This design comes from an exercise in tuning for small area, a short achievable clock period and few clock cycles per item on the open sky130 flow, not from production work.
RTL that was checked went through simulation tests only; none was proved equivalent to the original.
Power and IR drop assume default switching activity.

## try-cedar
## median_filter
module median_filter #(
  parameter WIDTH = 8,
  parameter P_WIN = 5
) (
  input  logic [WIDTH*P_WIN*P_WIN-1:0]  filter_win_in,
  input  logic                          filter_in_vld,
  output logic                          filter_in_rdy,
  output logic [WIDTH-1:0]              filter_data_out,
  output logic                          filter_out_vld,
  input  logic                          filter_out_rdy,
  input  logic [5:0]                    r_mf_threshold,
  input  logic clk,
  input  logic rst_n
);
clock: 8.5 ns
lec_check: 0
abc_area: 1
cap_margin: 20
core_margin: 2
core_utilization: 70
setup_slack_margin: 3.25
slew_margin: 20
standard.sh (not shown) runs the stock make flow with config.mk's settings and CLKGATE_MAP_FILE= SYNTH_SCRIPT=/design/flow/synth_recipe.tcl, a recipe that flattens the netlist after the stock synthesis.
==> flow/flow/run.sh <==
#!/bin/bash
# The standard layout (the standard.sh: standard synthesis, ORFS place, CTS and route),
# with two changes: the port buffers that global placement inserts on every input and output
# are sky130_fd_sc_hd__buf_1 instead of the cell buffer_ports picks by default (the resizer
# may still upsize them), and clock tree synthesis uses larger sink clusters and no dummy
# loads. make's full output goes to flow.log here.
set -euo pipefail
bash standard.sh \
  BUFFER_PORTS_ARGS="-buffer_cell sky130_fd_sc_hd__buf_1" \
  CTS_ARGS="-sink_clustering_enable -repair_clock_nets -sink_clustering_size 24 -sink_clustering_max_diameter 100 -dont_use_dummy_load" \
  finish > flow.log 2>&1
try-cedar reached the end of the flow, and the finished layout is clean on the timing, DRC and antenna checks.
Testbench counts of try-cedar, summed over its fixed seeds: cycles 3,232, items 3,200.
Inputs modified between try-cedar and try-maple:
Settings: a change of SETUP_SLACK_MARGIN from 3.25 to 3.6.
### Flow results
Mean cell area of the mapped netlist came out exactly the same in try-cedar and try-maple. Compared to try-cedar, try-maple has area added between synthesis and finish 2.9 points higher. ~same number of cells after detailed placement in try-cedar and try-maple. On fmax: try-maple sits above try-cedar. The run showing the greater final cell count is try-maple. met5 as the top layer reached by signal wires was reported by try-maple, and met4 by try-cedar. Compared with try-cedar, try-maple degrades area of all placed cells without fillers. Re hold slack: try-cedar was lower than try-maple. try-maple vs try-cedar, fraction of power consumed by combinational cells went up by 0.9 points. On global-route wire length before repair: between try-cedar and try-maple, it ends up higher for try-maple.
Here is what was changed in the inputs of try-quartz compared with try-maple.
Settings: swapping 70 for 60 in CORE_UTILIZATION; swapping 3.6 for 4.0 in SETUP_SLACK_MARGIN.
Results
From try-maple to try-quartz the numbers moved as follows: total routed wirelength dropped about 1.6%, worst voltage drop across the vdd grid climbed 17%, routed wire length on met3 dropped 8.5%, chip width climbed about 8%, first-pass GRT wire length dropped about 2.6%.
try-quartz against try-maple: normalized max-slew margin now sits higher, power share of the sequential group dropped 1.7 points, overall power after layout went up 7.2%, combinational group share of total power now larger, growth of design area from synthesis to finish went up by 4.5 points.
### try-quartz -> try-pepper
Settings: SETUP_SLACK_MARGIN: 4.0 -> 3.6; CORE_UTILIZATION: 60 -> 55.
--- outcome ---
Diff try-quartz -> try-pepper: worst hold path stage count held; routability congestion estimate from global placement went up 0.031; summed area of non-filler cells in the final layout went down 3.3%.
Die boundary width ended up about 4.4% higher on try-pepper than on try-quartz.
Compared with try-quartz, try-pepper shows a lower via count.
#### Input delta (try-juniper over try-pepper)
Settings: CORE_UTILIZATION changed from 55 to 60; SETUP_SLACK_MARGIN changed from 3.6 to 3.8.
Results
Status | try-juniper and try-pepper | clean. From try-pepper to try-juniper, area after synthesis did not move at all. Area taken by flip-flops and latches: try-juniper vs try-pepper — no meaningful difference. Delta (try-juniper minus try-pepper): violation count after the first detailed-route iteration went up, starting density of the core went up, total of endpoints with negative setup slack in the final report did not really move. In the metrics for try-juniper and try-pepper, the one carrying the higher global-route usage is try-juniper. try-juniper vs. try-pepper: routing usage on met3 moved up, post-cts gate resize count +about 120%, relative contribution of the clock network to total power fell by 0.6 points, via count +0.48%.
Relative to try-juniper, the following input files were edited for try-nickel:
Settings: SETUP_SLACK_MARGIN: 3.8 -> 3.6.
try-nickel — portion of the clock cycle consumed by the worst path in the final layout 0.82 points higher, try-juniper as reference. try-nickel vs try-juniper: largest net degree at the start of global routing down in try-nickel. Final design area excluding fillers down about 2.6% in try-nickel wrt try-juniper. In try-nickel, clock share of power is higher than in try-juniper. Cell depth of the worst flop-to-flop path ended up 3 lower on try-nickel than on try-juniper. Comparing try-nickel and try-juniper, the lower first-pass iteration count of the detailed router was measured on try-juniper. In the reports for try-nickel and try-juniper, the smaller shortest period the worst path allows belongs to try-juniper. try-juniper has higher buffering overhead than try-nickel. Compared to try-juniper, try-nickel shows a narrower setup margin. Sequential share of layout area: try-nickel and try-juniper compared, lower one is try-juniper.

---

median_filter, a different RTL version from the one above (not shown whole).
Size in the first run: ~460 flip-flops, ~23,000 sq um of cells after synthesis.
clock: 8.5 ns
lec_check: 0
cap_margin: 20
core_margin: 2
core_utilization: 60
setup_slack_margin: 4.0
slew_margin: 20
run.sh (not shown) runs the stock make flow with config.mk's settings and CLKGATE_MAP_FILE= SYNTH_SCRIPT=/design/flow/synth_recipe.tcl, a recipe that flattens the netlist after the stock synthesis.
Stock flow here: none of the scripts above is used.
Change:
- CORE_UTILIZATION: 60 -> 40
- SETUP_SLACK_MARGIN: 4.0 -> not set
Result: The new run completed without violations. First-iteration DRC count decreases by about a fifth. Worst setup slack degrades by 1400 ps. Power decreases by roughly a tenth. Global-route usage is lower by 10 points. Flip-flop and latch count is unchanged. Via count goes down by a few percent. Routed wire length falls by a few percent. Cell area decreases by a few percent.
No functional check of the RTL was part of any run of this note.

---

run 1:
median_filter, a different RTL version from the one above (not shown whole).
Size: ~2100 cells after synthesis, roughly 420 flip-flops, about 220 I/O pins, about 22000 um2 of cells after synthesis.
Design median_filter, start of the top module:
module median_filter #(
  parameter WIDTH = 8,
  parameter P_WIN = 5
) (
  input  logic [WIDTH*P_WIN*P_WIN-1:0]  filter_win_in,
  input  logic                          filter_in_vld,
  output logic                          filter_in_rdy,
  output logic [WIDTH-1:0]              filter_data_out,
  output logic                          filter_out_vld,
  input  logic                          filter_out_rdy,
  input  logic [5:0]                    r_mf_threshold,
  input  logic clk,
  input  logic rst_n
);
clock: 8.5 ns
lec_check: 0
cap_margin: 20
core_margin: 2
core_utilization: 60
setup_slack_margin: 3.0
slew_margin: 20
standard.sh (not shown) runs the stock make flow with config.mk's settings and CLKGATE_MAP_FILE= SYNTH_SCRIPT=/design/flow/synth_recipe.tcl, a recipe that flattens the netlist after the stock synthesis.
==> flow/flow/run.sh <==
#!/bin/bash
# The standard layout (the standard.sh: standard synthesis, ORFS place, CTS and route),
# with two changes: the port buffers that global placement inserts on every input and output
# are sky130_fd_sc_hd__buf_1 instead of the cell buffer_ports picks by default (the resizer
# may still upsize them), and clock tree synthesis uses larger sink clusters and no dummy
# loads. make's full output goes to flow.log here.
set -euo pipefail
bash standard.sh \
  BUFFER_PORTS_ARGS="-buffer_cell sky130_fd_sc_hd__buf_1" \
  CTS_ARGS="-sink_clustering_enable -repair_clock_nets -sink_clustering_size 32 -sink_clustering_max_diameter 140 -dont_use_dummy_load" \
  finish > flow.log 2>&1
Testbench counts of run 1, summed over its fixed seeds: cycles 3,232, items 3,200.
diff inputs: run 1 => run 2
Settings: SETUP_SLACK_MARGIN now 3.5, was 3.0.
==> flow/flow/run.sh <==
#!/bin/bash
# The standard layout (the standard.sh: standard synthesis, ORFS place, CTS and route),
# with one change: the port buffers that global placement inserts on every input and output
# are sky130_fd_sc_hd__buf_1 instead of the cell buffer_ports picks by default. The resizer
# may still upsize them later. make's full output goes to flow.log here.
set -euo pipefail
export BUFFER_PORTS_ARGS="-buffer_cell sky130_fd_sc_hd__buf_1"
bash standard.sh BUFFER_PORTS_ARGS="$BUFFER_PORTS_ARGS" finish > flow.log 2>&1
==> comparison <==
- Higher clock transition at the registers of the reported paths among run 2 and run 1: run 1
- Run 2 vs run 1 — data required time of the worst path rose 20 ps.
- Compared with run 1, run 2 shows global-route met1 utilization higher by 1.8 points.
- Run 2 vs run 1 — sum of routed wire length over all layers climbed by a little under 10%
- Run 2 ends up with a setup slack after layout that is 250 ps higher than in run 1.
- Taking run 1 as the reference, in run 2 placed wire-length estimate fell about 1.7%; post-detailed-route via-to-cell ratio rose about 1.1%; combinational cell fraction of total power fell 2.0 points; count of clock-buffer cells in the layout rose 37.
- Looking only at count of filler cells inserted in the layout, and setting everything else aside, the higher value of run 2 and run 1 goes to run 1.
For run 3, these inputs were changed with respect to run 2:
Settings: a change of SETUP_SLACK_MARGIN from 3.5 to 3.0; an added CTS_BUF_LIST of sky130_fd_sc_hd__clkbuf_4 sky130_fd_sc_hd__clkbuf_8; an added CTS_CLUSTER_SIZE of 20.
==> summary.txt <==
Run 3 went all the way through the flow, and no timing, DRC or antenna check failed.
Looking only at power, and setting everything else aside, the higher value of run 2 and run 3 goes to run 2.
Compare run 2 and run 3 | sequential share of cell area lower: run 2
Placed wire-length estimate in run 3 is 1.7% above run 2.
On total buffers and inverters traversed by the critical path: between run 2 and run 3, it ends up higher for run 2.
Run 3 against run 2: count of clock buffers in the final design went up by 78%, first-pass iteration count of the detailed router +1.
Going from run 2 to run 3, the routed via count was found to have gone down by 444.
The following lists how run 4 was set up differently from run 3:
Settings: removing CTS_BUF_LIST (formerly sky130_fd_sc_hd__clkbuf_4 sky130_fd_sc_hd__clkbuf_8); changing CORE_UTILIZATION from 60 to 75; removing CTS_CLUSTER_SIZE (formerly 20).
==> summary.txt <==
- Diff run 3..run 4 | clock-cell share of area | negligible
- Against run 3, the final cell area of run 4 is higher.
- The routability congestion estimate from global placement in run 4 sits 1.1% above the value recorded for run 3.
- As of run 4, buffer count excluding the clock tree in the final layout had risen by a few percent compared to run 3.
- Changes observed in run 4 relative to run 3: wire length on met1 now smaller; reported sequential group power now larger.
- Compared with run 3, in run 4 number of setup buffers added after CTS went up, count of cell instances traversed by the critical path went up.
[inputs] run 5 vs run 4
Settings: a change of CORE_UTILIZATION from 75 to 60; a change of SETUP_SLACK_MARGIN from 3.0 to 2.5; an added ABC_AREA of 1.
==> flow/flow/run.sh <==
#!/bin/bash
# The standard layout (the standard.sh: standard synthesis, ORFS place, CTS and route),
# with two changes: the port buffers that global placement inserts on every input and output
# are sky130_fd_sc_hd__buf_1 instead of the cell buffer_ports picks by default (the resizer
# may still upsize them), and clock tree synthesis uses larger sink clusters and no dummy
# loads. make's full output goes to flow.log here.
set -euo pipefail
bash standard.sh \
  BUFFER_PORTS_ARGS="-buffer_cell sky130_fd_sc_hd__buf_1" \
  CTS_ARGS="-sink_clustering_enable -repair_clock_nets -sink_clustering_size 24 -sink_clustering_max_diameter 100 -dont_use_dummy_load" \
  finish > flow.log 2>&1
Notes after the runs:
- Run 5 has less setup slack than run 4.
- Cell area (run 5 over run 4): decrease, 1300 um2
- Min post-CTS clock slew at the launch and capture registers of the worst setup and hold paths across run 4 and run 5: run 4
- Compound-gate portion of the synthesized area down 6.5 points in run 5 wrt run 4
- Sort run 4 and run 5 by met1 track demand over resource in global routing asc -> top: run 5
- Taking run 4 as the reference, in run 5 first-iteration DRC count moved down, shortest period the worst path allows saw an increase, number of fillers in the final layout has increased, number of distinct standard cells referenced by the synthesized netlist has decreased.

---

Setup of job 4168:
median_filter again, from the RTL that the note above started with.
clock: 8.5 ns
lec_check: 0
cap_margin: 20
core_margin: 2
core_utilization: 60
setup_slack_margin: 3.0
slew_margin: 20
==> flow/flow/run.sh <==
#!/bin/bash
# The standard layout (the standard.sh: standard synthesis, ORFS place, CTS and route),
# with two changes: the port buffers that global placement inserts on every input and output
# are sky130_fd_sc_hd__buf_1 instead of the cell buffer_ports picks by default (the resizer
# may still upsize them), and clock tree synthesis uses larger sink clusters and no dummy
# loads. make's full output goes to flow.log here.
set -euo pipefail
bash standard.sh \
  BUFFER_PORTS_ARGS="-buffer_cell sky130_fd_sc_hd__buf_1" \
  CTS_ARGS="-sink_clustering_enable -repair_clock_nets -sink_clustering_size 24 -sink_clustering_max_diameter 100 -dont_use_dummy_load" \
  finish > flow.log 2>&1
Testbench counts of job 4168, summed over its fixed seeds: cycles 3,232, items 3,200.
Here is what was changed in the inputs of job 9293 compared with job 4168.
Settings: putting ABC_AREA at 1 where nothing was set.
==> flow/flow/run.sh <==
#!/bin/bash
# The standard layout (the standard.sh: standard synthesis, ORFS place, CTS and route),
# with one change: the port buffers that global placement inserts on every input and output
# are sky130_fd_sc_hd__buf_1 instead of the cell buffer_ports picks by default. The resizer
# may still upsize them later. make's full output goes to flow.log here.
set -euo pipefail
export BUFFER_PORTS_ARGS="-buffer_cell sky130_fd_sc_hd__buf_1"
bash standard.sh BUFFER_PORTS_ARGS="$BUFFER_PORTS_ARGS" finish > flow.log 2>&1
Findings:
- Against job 4168, job 9293 comes in 4.6 points lower on portion of total power attributed to combinational logic.
- Relative to job 4168, share of final layout cell area taken by non-clock buffers has decreased by 1.2 points in job 9293.
- Taking job 4168 as 1.0, job 9293 lands at 0.55 on count of distinct cell types in the synthesized netlist.
- Summary of job 9293 over job 4168: gate count after technology mapping grew by 453, wire length of the first global-routing pass shrank by 590 um, cell count along the critical path grew by 1, die area grew by 1.3%.
- Summary of job 9293 over job 4168: number of fillers in the final layout higher; power in the clock group higher; setup slack higher.
Edits applied to the flow inputs when going from job 9293 to job 6781:
Settings: clearing ABC_AREA, which used to be 1.
[summary]
A cell with the largest stage delay on the worst path of a31oi_4 is what job 6781 shows, while fa_1 belongs to job 9293.
Between job 9293 and job 6781, relative area change from synthesis to final layout increased.
Compared with job 9293, in job 6781 final cell count lower, area share of and/or/nand/nor cells after synthesis decreased 7.5 points, sequential power climbed about 2%, non-clock buffer count shows an increase of 6.6%.
Compare job 9293 and job 6781 | non-clock buffer area fraction after layout higher: job 6781
Job 6781 does better than job 9293 on die area.
Compared to job 9293, job 6781 has fraction of synthesized cell area in xor and xnor cells 2.4 points higher.
Job 9293 → job 6781: adder-cell share of the synthesized area climbed 0.56 points, total power did not really move.
The inputs of job 9576 differ from those of job 6781 as listed below.
Settings: a change of CORE_UTILIZATION from 60 to 50; an added ABC_AREA of 1.
==> flow/flow/run.sh <==
#!/bin/bash
# The standard layout (the standard.sh: standard synthesis, ORFS place, CTS and route),
# with two changes: the port buffers that global placement inserts on every input and output
# are sky130_fd_sc_hd__buf_1 instead of the cell buffer_ports picks by default (the resizer
# may still upsize them), and clock tree synthesis uses larger sink clusters and no dummy
# loads. make's full output goes to flow.log here.
set -euo pipefail
bash standard.sh \
  BUFFER_PORTS_ARGS="-buffer_cell sky130_fd_sc_hd__buf_1" \
  CTS_ARGS="-sink_clustering_enable -repair_clock_nets -sink_clustering_size 24 -sink_clustering_max_diameter 100 -dont_use_dummy_load" \
  finish > flow.log 2>&1
--- outcome ---
On job 9576: worst hold margin is 0.016 ns lower than what job 6781 gave. | xor/xnor cell area share of the yosys netlist | job 9576 vs job 6781 | 2.4 points lower |. Compare job 9576 and job 6781 | latest clock arrival within the worst-skew pair higher: job 6781. Job 9576 and job 6781 all finish clean. In the tables for job 9576 and job 6781, H-tree depth reads lower with job 9576. Commonest non-fill, non-tap cell in the layout = inv_1: job 9576; commonest non-fill, non-tap cell in the layout = dfxtp_1: job 6781.
### job 9576 -> job 5314
Settings: CORE_UTILIZATION: 50 -> 60.
==> comparison <==
Combinational power share: job 5314 vs job 9576 down 0.6 points. Job 5314 vs job 9576 — total power divided by cell area dropped about 0.54%. For clock network fraction of design power, job 5314 and job 9576 come out practically identical. Setup slack in job 5314 is larger than in job 9576. Power, job 9576 and job 5314: higher on job 9576. On average wire per standard cell: between job 9576 and job 5314, it ends up higher for job 5314.

-- re-timing with driven ports --
In the flow no input, the clock included, has a driving cell. The finished layouts below were timed again as built, in two steps.
Step 1 (the two cells are an assumption about what drives the block):
set clk [get_ports {clk}]
set_driving_cell -lib_cell sky130_fd_sc_hd__clkbuf_16 $clk
set_driving_cell -lib_cell sky130_fd_sc_hd__buf_2 [delete_from_list [all_inputs] $clk]
Step 2, shift: input delay + t, output delay - t, t = (earliest + latest rising clock arrival at the registers) / 2. This alone moves slack from input paths to output paths.
Slacks: ideal ports / drivers / drivers and shift; pairs: ideal ports / drivers.
| run | t, ns | setup slack, ns | hold WS [ns] |
|---|---|---|---|
| try-cedar | 0.581 | 3.364 / 3.396 / 2.815 | 0.307 / 0.307 / 0.307 |
| try-maple | 0.591 | 3.589 / 3.612 / 3.022 | 0.322 / 0.322 / 0.322 |
| try-quartz | 0.597 | 3.665 / 3.674 / 3.077 | 0.320 / 0.320 / 0.320 |
| try-pepper | 0.589 | 3.619 / 3.632 / 3.043 | 0.318 / 0.318 / 0.318 |
| try-juniper | 0.595 | 3.670 / 3.672 / 3.076 | 0.321 / 0.321 / 0.321 |
| try-nickel | 0.587 | 3.600 / 3.611 / 3.023 | 0.332 / 0.332 / 0.332 |
| the first run of note 2 | 0.611 | 3.334 / 3.339 / 2.728 | 0.319 / 0.319 / 0.319 |
| the second run of note 2 | 0.641 | 1.977 / 2.011 / 1.370 | 0.324 / 0.324 / 0.324 |
| run 1 | 0.579 | 3.085 / 3.063 / 2.485 | 0.305 / 0.305 / 0.305 |
| run 2 | 0.629 | 3.338 / 3.335 / 2.706 | 0.321 / 0.321 / 0.321 |
| run 3 | 0.677 | 3.095 / 3.103 / 2.432 | 0.316 / 0.316 / 0.316 |
| run 4 | 0.611 | 3.042 / 3.044 / 2.433 | 0.315 / 0.315 / 0.315 |
| run 5 | 0.587 | 2.815 / 2.850 / 2.263 | 0.298 / 0.298 / 0.298 |
| job 4168 | 0.581 | 3.032 / 3.049 / 2.469 | 0.315 / 0.315 / 0.315 |
| job 9293 | 0.613 | 3.116 / 3.148 / 2.536 | 0.313 / 0.313 / 0.313 |
| job 6781 | 0.634 | 3.101 / 3.135 / 2.501 | 0.314 / 0.314 / 0.314 |
| job 9576 | 0.591 | 3.082 / 3.117 / 2.526 | 0.298 / 0.298 / 0.298 |
| job 5314 | 0.588 | 3.119 / 3.149 / 2.561 | 0.303 / 0.303 / 0.303 |
After both steps setup and hold are still met in every run listed. The setup slack of run 3, which loses most, moves by +0.008 ns with the drivers and by -0.663 ns with both steps.
